Background: an optimization exercise with open tools, aiming at small area. Do not read the settings as production practice.
Function was checked by simulation only, so behaviour that the tests miss may differ from the original.
Power is estimated from default activity; no workload was simulated.

==> design/flow/design.v <==
module debouncer (
    input wire i_clk,   
    input wire i_rst,   
    output wire o_rst
  );
  reg r_rst;
  reg rst_en;
  reg [15:0] r_debouncer_counter;
  assign o_rst = rst_en;
  always @( posedge i_clk ) begin
    r_rst <= i_rst; 
    if(r_rst == 0) begin
      rst_en <= 1;
      r_debouncer_counter <= 65535;
    end else if(rst_en) begin
      if ( r_debouncer_counter == 0) begin
        r_debouncer_counter <= 65535;
        rst_en <= 0;
      end else begin
        r_debouncer_counter <= r_debouncer_counter - 1;
      end
    end
  end
endmodule
module const_frequency_divider 
 #(parameter C_BITS = 8, C_N = 16, C_OFFSET = 0) (
    input wire i_clk,   
    input wire i_rst,
    output reg o_clk
  );
  reg [C_BITS-1:0] r_counter;
  always @(posedge i_clk) begin
    if (i_rst) begin
      r_counter <= (C_N >> 1) - 1;
      o_clk <= 0;
    end else begin
      if(r_counter == 1) begin
        r_counter <= (C_N / 2);
        o_clk <= ~o_clk;
      end else begin 
        r_counter <= r_counter - 1;
      end
    end
  end
endmodule
module var_frequency_divider #(parameter C_BITS = 8) (
    input wire i_clk,   
    input wire i_rst,
    input wire [C_BITS-1:0] i_N,
    output reg o_clk
  );
  reg [C_BITS-1:0] r_counter;
  reg [C_BITS-1:0] last_N;
  wire [C_BITS-2:0] r_div;
  assign r_div = (i_N >> 1);
  always @(posedge i_clk) begin
    last_N <= i_N;
    if((last_N != i_N) || i_rst) begin
      r_counter <= r_div - 1;
      o_clk <= 0;
    end else begin
      if(r_counter == 1) begin
        r_counter <= r_div;
        o_clk <= ~o_clk;
      end else begin 
        r_counter <= r_counter - 1;
      end
    end
    end
endmodule
module var_time_interval #(parameter C_BITS = 8) (
    input i_clk,   
    input i_rst,     
    input i_en,
    input [C_BITS-1:0] i_f,      
    output o_timer
  );
  reg r_state;
  reg[C_BITS-1:0] r_pwn_counter;
  reg[C_BITS-1:0] last_f;
  assign o_timer = r_state && i_en;
  always @(posedge i_clk) begin
      last_f <= i_f;
      if((last_f != i_f) || i_rst) begin
        r_pwn_counter <= i_f - 1;
        r_state <= 0;
      end else begin
        if(r_pwn_counter == 1) begin
          r_state <= ~r_state;
          r_pwn_counter <= r_state ? i_f - 1: 1;
        end else begin
          r_pwn_counter <= r_pwn_counter - 1;
        end
      end          
  end
endmodule
module var_pwm_module 
#(parameter C_RES = 8)(
		input i_clk,   
		input i_rst,   
		input i_en,
		input [C_RES-1:0] i_duty_cycle,
		output wire o_clk
	);
	wire [C_RES-1:0] w_duty_cycle;
	assign w_duty_cycle = i_duty_cycle == 0 ? 1 : i_duty_cycle;
	wire [C_RES-1:0] w_comp_duty_cycle;
	assign w_comp_duty_cycle = ~w_duty_cycle;
	reg r_state;
	reg[C_RES-1:0] r_pwn_counter;
	reg[C_RES-1:0] r_last_duty_cycle;
	assign o_clk = r_state && i_en;
	always @(posedge i_clk) begin    
		if (i_rst) begin
			r_state <= 0;
			r_pwn_counter <= 1;
			r_last_duty_cycle <= 1;
		end else begin
		r_last_duty_cycle <= w_duty_cycle;
		if(r_last_duty_cycle != w_duty_cycle) begin
			r_pwn_counter <= w_comp_duty_cycle - 1;
			r_state <= 0;
		end else begin
			if(r_pwn_counter == 1) begin
				r_state <= ~r_state;
				r_pwn_counter <= r_state ? w_comp_duty_cycle : w_duty_cycle;
			end else begin
				r_pwn_counter <= r_pwn_counter - 1;
			end
		end     
		end
	end
endmodule
module lcd_driver (
		input wire i_clk,				 
		input wire i_rst,				 
		input  wire [7:0] i_data_in,	 
		output reg [9:0] o_addr_out,	 
		output wire o_ready,			 
		input wire i_standby,			 
		output reg o_rst,					 
		output reg o_rw,					 
		output wire o_en,						 
		output reg[7:0] o_lcd_d	 
	);
localparam c_INIT        = 4'b0000;
localparam c_INIT_WRITE  = 4'b0001;
localparam c_STANDBY     = 4'b0010;
localparam c_WAIT        = 4'b0011;
localparam c_READ		 = 4'b0100;
reg [3:0] r_state;
reg [3:0] r_prog_counter;
localparam LINE_SET    = 8'b11000000;   
localparam FUNC_SET    = 8'b00111000;   
localparam CURSOR_SET  = 8'b00011100;   
localparam DISPLAY_SET = 8'b00001110;   
localparam ENTRY_SET   = 8'b00000110;   
localparam HOME_SET    = 8'b00000010;   
localparam CLEAR_SET   = 8'b00000001;   
localparam SIZE_BUFFER = 16;
localparam [(8*SIZE_BUFFER-1):0] r_buffer = "Hello world, uwu";
reg [7:0] r_curr_pos;
wire w_curr_line;
assign w_curr_line = r_curr_pos[6];
localparam C_CLK_FREQ = 50000;
localparam C_LCD_FREQ = C_CLK_FREQ;
localparam C_TIMER_LENGTH = 28;
localparam C_INT_37US = C_LCD_FREQ/5000;    
localparam C_INT_1MS52 = C_LCD_FREQ/200; 
localparam C_INT_5S = C_LCD_FREQ*5;
localparam C_INT_1S = C_LCD_FREQ*1;
localparam C_REFRESH_RATE = C_LCD_FREQ/25;
reg [C_TIMER_LENGTH-1:0] r_timer_freq;
wire w_timer_en, w_code_en;
wire r_toggle;
var_frequency_divider #(C_TIMER_LENGTH) m_fq (i_clk, i_rst, r_timer_freq, r_toggle);
var_time_interval     #(C_TIMER_LENGTH) m_ti (i_clk, i_rst, 1, r_timer_freq, w_code_en);
assign o_ready = (r_state == c_READ) ;
assign o_en = ~r_toggle;
always @(posedge i_clk) begin
	o_rw <= 0;
	if (i_rst) begin
		o_rst <= 0;
		o_lcd_d <= 8'b00000000;
		r_state <= c_INIT;
		r_prog_counter <= 4'b1111;
		r_timer_freq <= C_INT_1S;
		r_curr_pos <= 0;
	end else begin
		if(w_code_en) begin
			case (r_state)
			c_INIT : begin
				o_rst <= 0;
				o_addr_out <= 0;
				case (r_prog_counter)
					4'b1111: begin
						o_lcd_d <= CLEAR_SET;
						r_timer_freq <= C_INT_1MS52;
					end 4'b1110: begin
						o_lcd_d <= FUNC_SET;
						r_timer_freq <= C_INT_37US;
					end 4'b1101: begin
						o_lcd_d <= DISPLAY_SET;
						r_timer_freq <= C_INT_37US;
					end 4'b1100: begin
						o_lcd_d <= ENTRY_SET;
						r_timer_freq <= C_INT_37US;
					end default: begin
						o_lcd_d <= 0;
						r_timer_freq <= C_INT_37US;
					end
				endcase	
				if (r_prog_counter == 4'b1100) begin
					r_state <= c_INIT_WRITE;
					r_prog_counter <= 4'b1111;
				end else begin
					r_prog_counter <= r_prog_counter - 1;
				end
			end c_INIT_WRITE : begin
				o_rst <= 1;
				o_addr_out <= 0;
				o_lcd_d <= r_buffer[r_prog_counter*8+: 8];
				r_timer_freq <= C_INT_37US;
				r_curr_pos <= r_curr_pos + 1;
				if (r_prog_counter == 0) begin
					r_prog_counter <= 4'b1111;
					r_state <= c_WAIT;
				end else begin
					r_prog_counter <= r_prog_counter - 1;
				end
			end c_WAIT : begin
				r_curr_pos <= 8'b00000000;
				o_rst <= 0;
				o_addr_out <= 0;
		  		if(r_prog_counter ==  4'b1111) begin
		  			o_lcd_d <= 0;
		  			r_timer_freq <= C_INT_1S;
		  			r_prog_counter <= 4'b1110;
		  		end else begin
		  			r_prog_counter <= 4'b1111;
		  			o_lcd_d <= CLEAR_SET;
		  			r_timer_freq <= C_INT_1MS52;
		  			r_state <= i_standby ? c_STANDBY : c_READ;
		  		end
		  	end c_STANDBY: begin
		  		o_rst <= 0;
		  		o_lcd_d <= 0;
		  		r_timer_freq <= C_INT_5S;
		  		o_addr_out <= 0;
			end c_READ: begin
				case (r_prog_counter)
					4'b1111: begin
						o_rst <= 0;
						o_lcd_d <= 0;
						r_timer_freq <= C_INT_37US;
						o_addr_out <= {2'b00, r_curr_pos};
					end 4'b1110: begin
						o_rst <= 1;
						o_lcd_d <= i_data_in;
						r_timer_freq <= C_INT_37US;
					end 4'b1101: begin
						o_rst <= 0;
						if(r_curr_pos == 31) begin
							o_lcd_d <= HOME_SET;
							r_curr_pos <= 0;
							r_timer_freq <= C_REFRESH_RATE;
						end else if(r_curr_pos == 15) begin
							o_lcd_d <= LINE_SET;
							r_curr_pos <= r_curr_pos + 1;
							r_timer_freq <= C_INT_37US;
						end else begin
							o_lcd_d <= 0;
							r_curr_pos <= r_curr_pos + 1;
							r_timer_freq <= C_INT_37US;
						end
					end default: begin
						o_rst <= 0;
						o_lcd_d <= 0;
						r_timer_freq <= C_INT_37US;
					end
				endcase	
				if (r_prog_counter == 4'b1101) begin
					r_prog_counter <= 4'b1111;
				end else begin
					r_prog_counter <= r_prog_counter - 1;
				end
			end
			endcase 
		end
	end
end
endmodule
module weather_box (
	input clk,
	input rst_n,
	output[7:0]led,
	output [9:0] lcd_ram_addr,
	output lcd_ram_en,
	input  [7:0] lcd_ram_data,
	output LCD_RS,
	output LCD_RW,
	output LCD_EN,
	output[7:0] LCD_D
	);
wire rst;
wire w_half_sec_sq;
wire pwm_clk;
debouncer inst_rst_debouncer(clk, rst_n, rst);
const_frequency_divider #(32, 25000) inst_divider(clk, rst, w_half_sec_sq);
wire w_lcd_en, w_not_lcd_en;
wire [9:0] w_lcd_addr_out;
wire [7:0] w_lcd_data_in;
assign lcd_ram_addr = w_lcd_addr_out;
assign lcd_ram_en = w_lcd_en;
assign w_lcd_data_in = lcd_ram_data;
lcd_driver inst_lcd_driver
	(
		.i_clk      (clk),
		.i_rst      (rst),
		.i_data_in  ( w_lcd_data_in ),
		.o_addr_out ( w_lcd_addr_out ),
		.o_ready    ( w_lcd_en ),
		.i_standby  (1'b0),
		.o_rst      (LCD_RS),
		.o_rw       (LCD_RW),
		.o_en       (LCD_EN),
		.o_lcd_d    (LCD_D)
	);
reg[7:0] r_duty_cycle;
localparam [7:0] duty_cycle_low = 8'b00010000;
wire w_flashy;
reg r_flashy_last;
wire [7:0] led0, led1, led2, led3, led4, led5, led6, led7;
const_frequency_divider #(32, 10000) inst_divider_01(clk, rst, w_flashy);
assign led0 = r_duty_cycle % 8'b00100000;
var_pwm_module pwm_00(clk, rst, 1'b1, led0, led[0]);
assign led1 = (r_duty_cycle - 5) % 8'b00100000 ;
var_pwm_module pwm_01(clk, rst, 1'b1, led1, led[1]);
assign led2 = (r_duty_cycle - 10) % 8'b00100000 ;
var_pwm_module pwm_02(clk, rst, 1'b1, led2, led[2]);
assign led3 = (r_duty_cycle - 15) % 8'b00100000 ;
var_pwm_module pwm_03(clk, rst, 1'b1, led3, led[3]);
assign led4 = (r_duty_cycle - 20) % 8'b00100000 ;
var_pwm_module pwm_04(clk, rst, 1'b1, led4, led[4]);
assign led5 = (r_duty_cycle - 25) % 8'b00100000 ;
var_pwm_module pwm_05(clk, rst, 1'b1, led5, led[5]);
assign led[6] = 0;
var_pwm_module pwm_07(clk, rst, w_half_sec_sq, duty_cycle_low, led[7]);
always @(posedge clk) begin
	r_flashy_last <= w_flashy;
	if(rst) begin
		r_duty_cycle <= 8'b00100000;
	end else if(w_flashy && !r_flashy_last) begin
		if(r_duty_cycle == 0) begin
			r_duty_cycle <= 8'b00100000;
		end else begin
			r_duty_cycle <= r_duty_cycle - 1;
		end
	end
end
endmodule
==> design/flow/run.sh <==
#!/bin/bash
# synth_recipe.tcl (not shown) runs the flow's synth.tcl, then flattens the netlist and writes it again
# the make line also repeats each setting of config.mk as NAME=value (left out here)
make -C /OpenROAD-flow-scripts/flow DESIGN_CONFIG=/design/flow/config.mk WORK_HOME=/design/flow/orfs CLKGATE_MAP_FILE= SYNTH_SCRIPT=/design/flow/synth_recipe.tcl finish
==> design/flow/config.mk <==
export PLATFORM = sky130hd
export DESIGN_NAME = weather_box
export DESIGN_NICKNAME = weather_box
export VERILOG_FILES = /design/flow/design.v
export SDC_FILE = /design/flow/constraint.sdc
export NUM_CORES = 4
export LEC_CHECK = 0
export CAP_MARGIN = 20
export CORE_MARGIN = 2
export CORE_UTILIZATION = 40
export SLEW_MARGIN = 20
==> design/flow/constraint.sdc <==
create_clock -name core_clock -period 10.0 [get_ports {clk}]
set_input_delay 2.0000 -clock core_clock [delete_from_list [all_inputs] [get_ports {clk}]]
set_output_delay 2.0000 -clock core_clock [all_outputs]
set_load 0.01 [all_outputs]
==> flow_metrics.env <==
export IMPL_status="finished clean"
export IMPL_netlist_area_leader_share_pct=36.6
export IMPL_vias=12769
export IMPL_hold_buffers=0
export IMPL_synth_seq_area_share_pct=38.1
export IMPL_syn_inst=1873
export IMPL_synth_edf_count=8
export IMPL_period_needed_ns=4.57
export IMPL_ys_ff_latch=296
export IMPL_cts_buffers=36
export IMPL_cts_root_buf="clkbuf_16"
export IMPL_synth_cell_types=80
export IMPL_yosysWarnings=9
export IMPL_clk_path_buf_depth=3
export IMPL_yosysMostFrequentCell="dfxtp_1"
export IMPL_die_h_um=203
export IMPL_tritoncts="yes"
export IMPL_firstDrtPassIters=5
export IMPL_syn2layout_area_growth_pct=11.7
export IMPL_grt_usage_pct=17.1
export IMPL_first_iter_violations=700
export IMPL_synth_simple_area_share_pct=23.8
export IMPL_setup_tns_ns=0
export IMPL_die_w_um=203
export IMPL_peakVddDrop_uv=96.4
export IMPL_crit_type="reg -> out"
export IMPL_critPathTopFamily="flip-flops"
export IMPL_setup_viol=0
export IMPL_synth_area_top_cells="dfxtp_1 (37%), xnor2_1 (8.4%), xor2_1 (5.8%)"
export IMPL_clkTransAtPathRegs_ns=0.06
export IMPL_grt_start_max_net_pins=48
export IMPL_clock_latency_ns=0.54
export IMPL_dominantRegCellSynth="dfxtp_1"
export IMPL_max_slew_margin_pct=39.2
export IMPL_pin_count=40
export IMPL_gp_congestion=0.836
export IMPL_crit_path_end_kind="output pin"
export IMPL_wirelength_um=35500
export IMPL_slowest_delay_ns=0.73
export IMPL_routedWlPerCell_um=14.8
export IMPL_async_reset_ff_share_pct=0
export IMPL_rsz0062_at_grt="no"
export IMPL_cts_resized=0
export IMPL_drv_slew=0
export IMPL_synth_common_cells="dfxtp_1 (288), nor2_1 (231), nand2_1 (157), xnor2_1 (151), xor2_1 (105)"
export IMPL_syn_avg_cell_area_sq_um=8.42
export IMPL_synth_xor_area_share_pct=14.9
export IMPL_grt_overflow=0
export IMPL_critPathRequiredTime_ns=8.00
export IMPL_synth_mux_area_share_pct=0.929
export IMPL_drv_cap=0
export IMPL_clock_skew_final_ns=0.0147
export IMPL_grt_pass1_vias=12197
export IMPL_fmax_ghz=0.219
export IMPL_synth_compound_area_share_pct=13.8
export IMPL_min_path_type="reg -> reg"
export IMPL_fillCellCount=3801
export IMPL_hold_viol_final=0
export IMPL_final_nets=1916
export IMPL_clock_sinks=296
export IMPL_startpoint_type="register"
export IMPL_detailed_place_hpwl_um=24000
export IMPL_vias_per_cell=5.32
export IMPL_crit_fanout=22
export IMPL_cp_num_buf_inv=2
export IMPL_worstMarginPinSlew_ns=0.904
export IMPL_postCtsSetupBuffers=0
export IMPL_leakage_nw=6.41
export IMPL_synth_top_family_by_area="simple AND/OR/NAND/NOR gates"
export IMPL_port_buffers=35
export IMPL_cp_slowest_cell="dfxtp_1"
export IMPL_rows=72
export IMPL_antenna_found_initial=1
export IMPL_drc=0
export IMPL_total_power_mw=2.50
export IMPL_path_cells="or3b_2, inv_1, clkdlybuf4s50_1"
export IMPL_drive_gt1_share_pct=5.32
export IMPL_synth_area_sq_um=15800
export IMPL_ctsHtreeMaxLevel=2
export IMPL_die_area_sq_um=41000
export IMPL_grt_pass1_wl_um=59800
export IMPL_coreArea_sq_um=38700
export IMPL_powerDensity_nw_per_um2=142
export IMPL_start_util_pct=40.7
export IMPL_synth_top_cell_by_area="dfxtp_1"
export IMPL_synth_fa_ha_area_share_pct=4.05
export IMPL_ant_nets=0
export IMPL_period_share_pct=45.7
export IMPL_arrival_ns=2.57
-- cell usage in the layout, fill, tap and decap left out, types with 16 or more instances in the layout --
master / n
and3_1: 21
or3_1: 32
nor2_1: 231
or4_1: 20
a211oi_1: 21
clkdlybuf4s50_1: 35
nand3_1: 41
and2_1: 16
nand2b_1: 25
inv_1: 52
clkbuf_16: 39
o22ai_1: 29
nand3b_1: 16
ha_1: 51
o21ai_0: 80
xor2_1: 105
a31oi_1: 16
xnor2_1: 151
dfxtp_1: 287
nand2_1: 157
a21oi_1: 87
nor4_1: 41
nor3_1: 78
-- final cells by class --
class	count	area, sq um	area share, %
Clock inverter	12	103	0.583
Antenna cell	1	2.50	0.0142
Inverter	56	210	1.19
Clock buffer	51	1090	6.20
Multi-Input combinational cell	1419	9110	51.7
Timing Repair Buffer	46	437	2.48
Sequential cell	296	6010	34.1
Tap cell	518	648	3.68
-- power by group --
group | total [mW] | internal [mW] | switching [mW]
clock network | 1.30 | 0.788 | 0.515
registers | 1.19 | 1.18 | 0.000885
logic | 0.00928 | 0.00491 | 0.00437
total | 2.50 | 1.98 | 0.520
-- worst register-to-register path, delay by kind of cell (launching register included) --
family,cells,cell delay (ns)
AOI/OAI and AO/OA,2,0.36
xor gates and xnor gates,2,0.66
DFF,1,0.91
and+or+nand+nor,2,0.86
adders and majority gates,1,0.42
buffers and inverters,1,0.54
-- logic make-up after synthesis --
| group | count (synthesis) |
|---|---|
| mux | 14 |
| xor+xnor | 261 |
| simple gates | 751 |
| other cells | 1 |
| compound gates | 338 |
| fa+ha+maj | 51 |
| buf+inv | 161 |
| flops | 296 |
-- sequential cells by signal (all words and copies together), names as in the netlist, 9 cells and up --
| name | cells |
|---|---|
| inst_lcd_driver.r_timer_freq | 9 |
| inst_divider_01.r_counter | 32 |
| inst_rst_debouncer.r_debouncer_counter | 16 |
| inst_lcd_driver.m_ti.last_f | 9 |
| inst_divider.r_counter | 32 |
| inst_lcd_driver.m_fq.r_counter | 28 |
| inst_lcd_driver.m_ti.r_pwn_counter | 28 |
-- worst paths after layout --
path                                                  from                       to  slack, ns  depth (start not counted)
worst max-delay path            inst_lcd_driver.r_state[2]               lcd_ram_en       5.43                          3
worst min-delay path                 inst_divider_01.o_clk            r_flashy_last       0.37                          0
worst max register to register             r_duty_cycle[3]  pwm_04.r_pwn_counter[0]       6.10                          8
worst min register to register       inst_divider_01.o_clk            r_flashy_last       0.37                          0
-- per-stage QoR --
stage,util [%],cell area (sq um),std cells,hold WS (ns),setup slack [ns]
global route,45.5,17600,2398,0.374,5.37
CTS,45.4,17600,2397,0.367,5.45
floorplan,-,15800,1876,0.329,6.80
finish,45.5,17600,2399,0.366,5.43
global placement,42.3,16400,2334,0.364,5.97
detailed placement,42.3,16400,2334,0.371,6.03
-- routing by layer --
| metal | global-route usage [%] | vias to the layer above | share of wire [%] |
|---|---|---|---|
| li1 | - | 6497 | - |
| met1 | 22.7 | 6025 | 48 |
| met2 | 28.4 | 195 | 46 |
| met3 | 3.10 | 52 | 3.6 |
| met4 | 4.95 | 0 | 2.2 |
| met5 | 0 | - | 0 |

-- static timing again, ports no longer ideal --
How much do the figures lean on ideal ports? The routed layout below was timed once more, with nothing changed but the port constraints. Step 1 assumes that a clkbuf_16 drives the clock port and a buf_2 every other input. Step 2 also shifts input and output timing later by t, the mid clock arrival at the registers, as if the neighbouring blocks saw the same clock. a / b / c = no drivers / after step 1 / after step 2; a / b = the first two.
t, ns: 0.582
setup slack, ns: 5.433 / 5.381 / 5.963
worst setup path after step 2: register to output
worst data-port slew with drivers (ns): 0.06
After both steps setup and hold are still met in this run. The setup slack of this run moves by -0.052 ns with the drivers and by +0.530 ns with both steps.
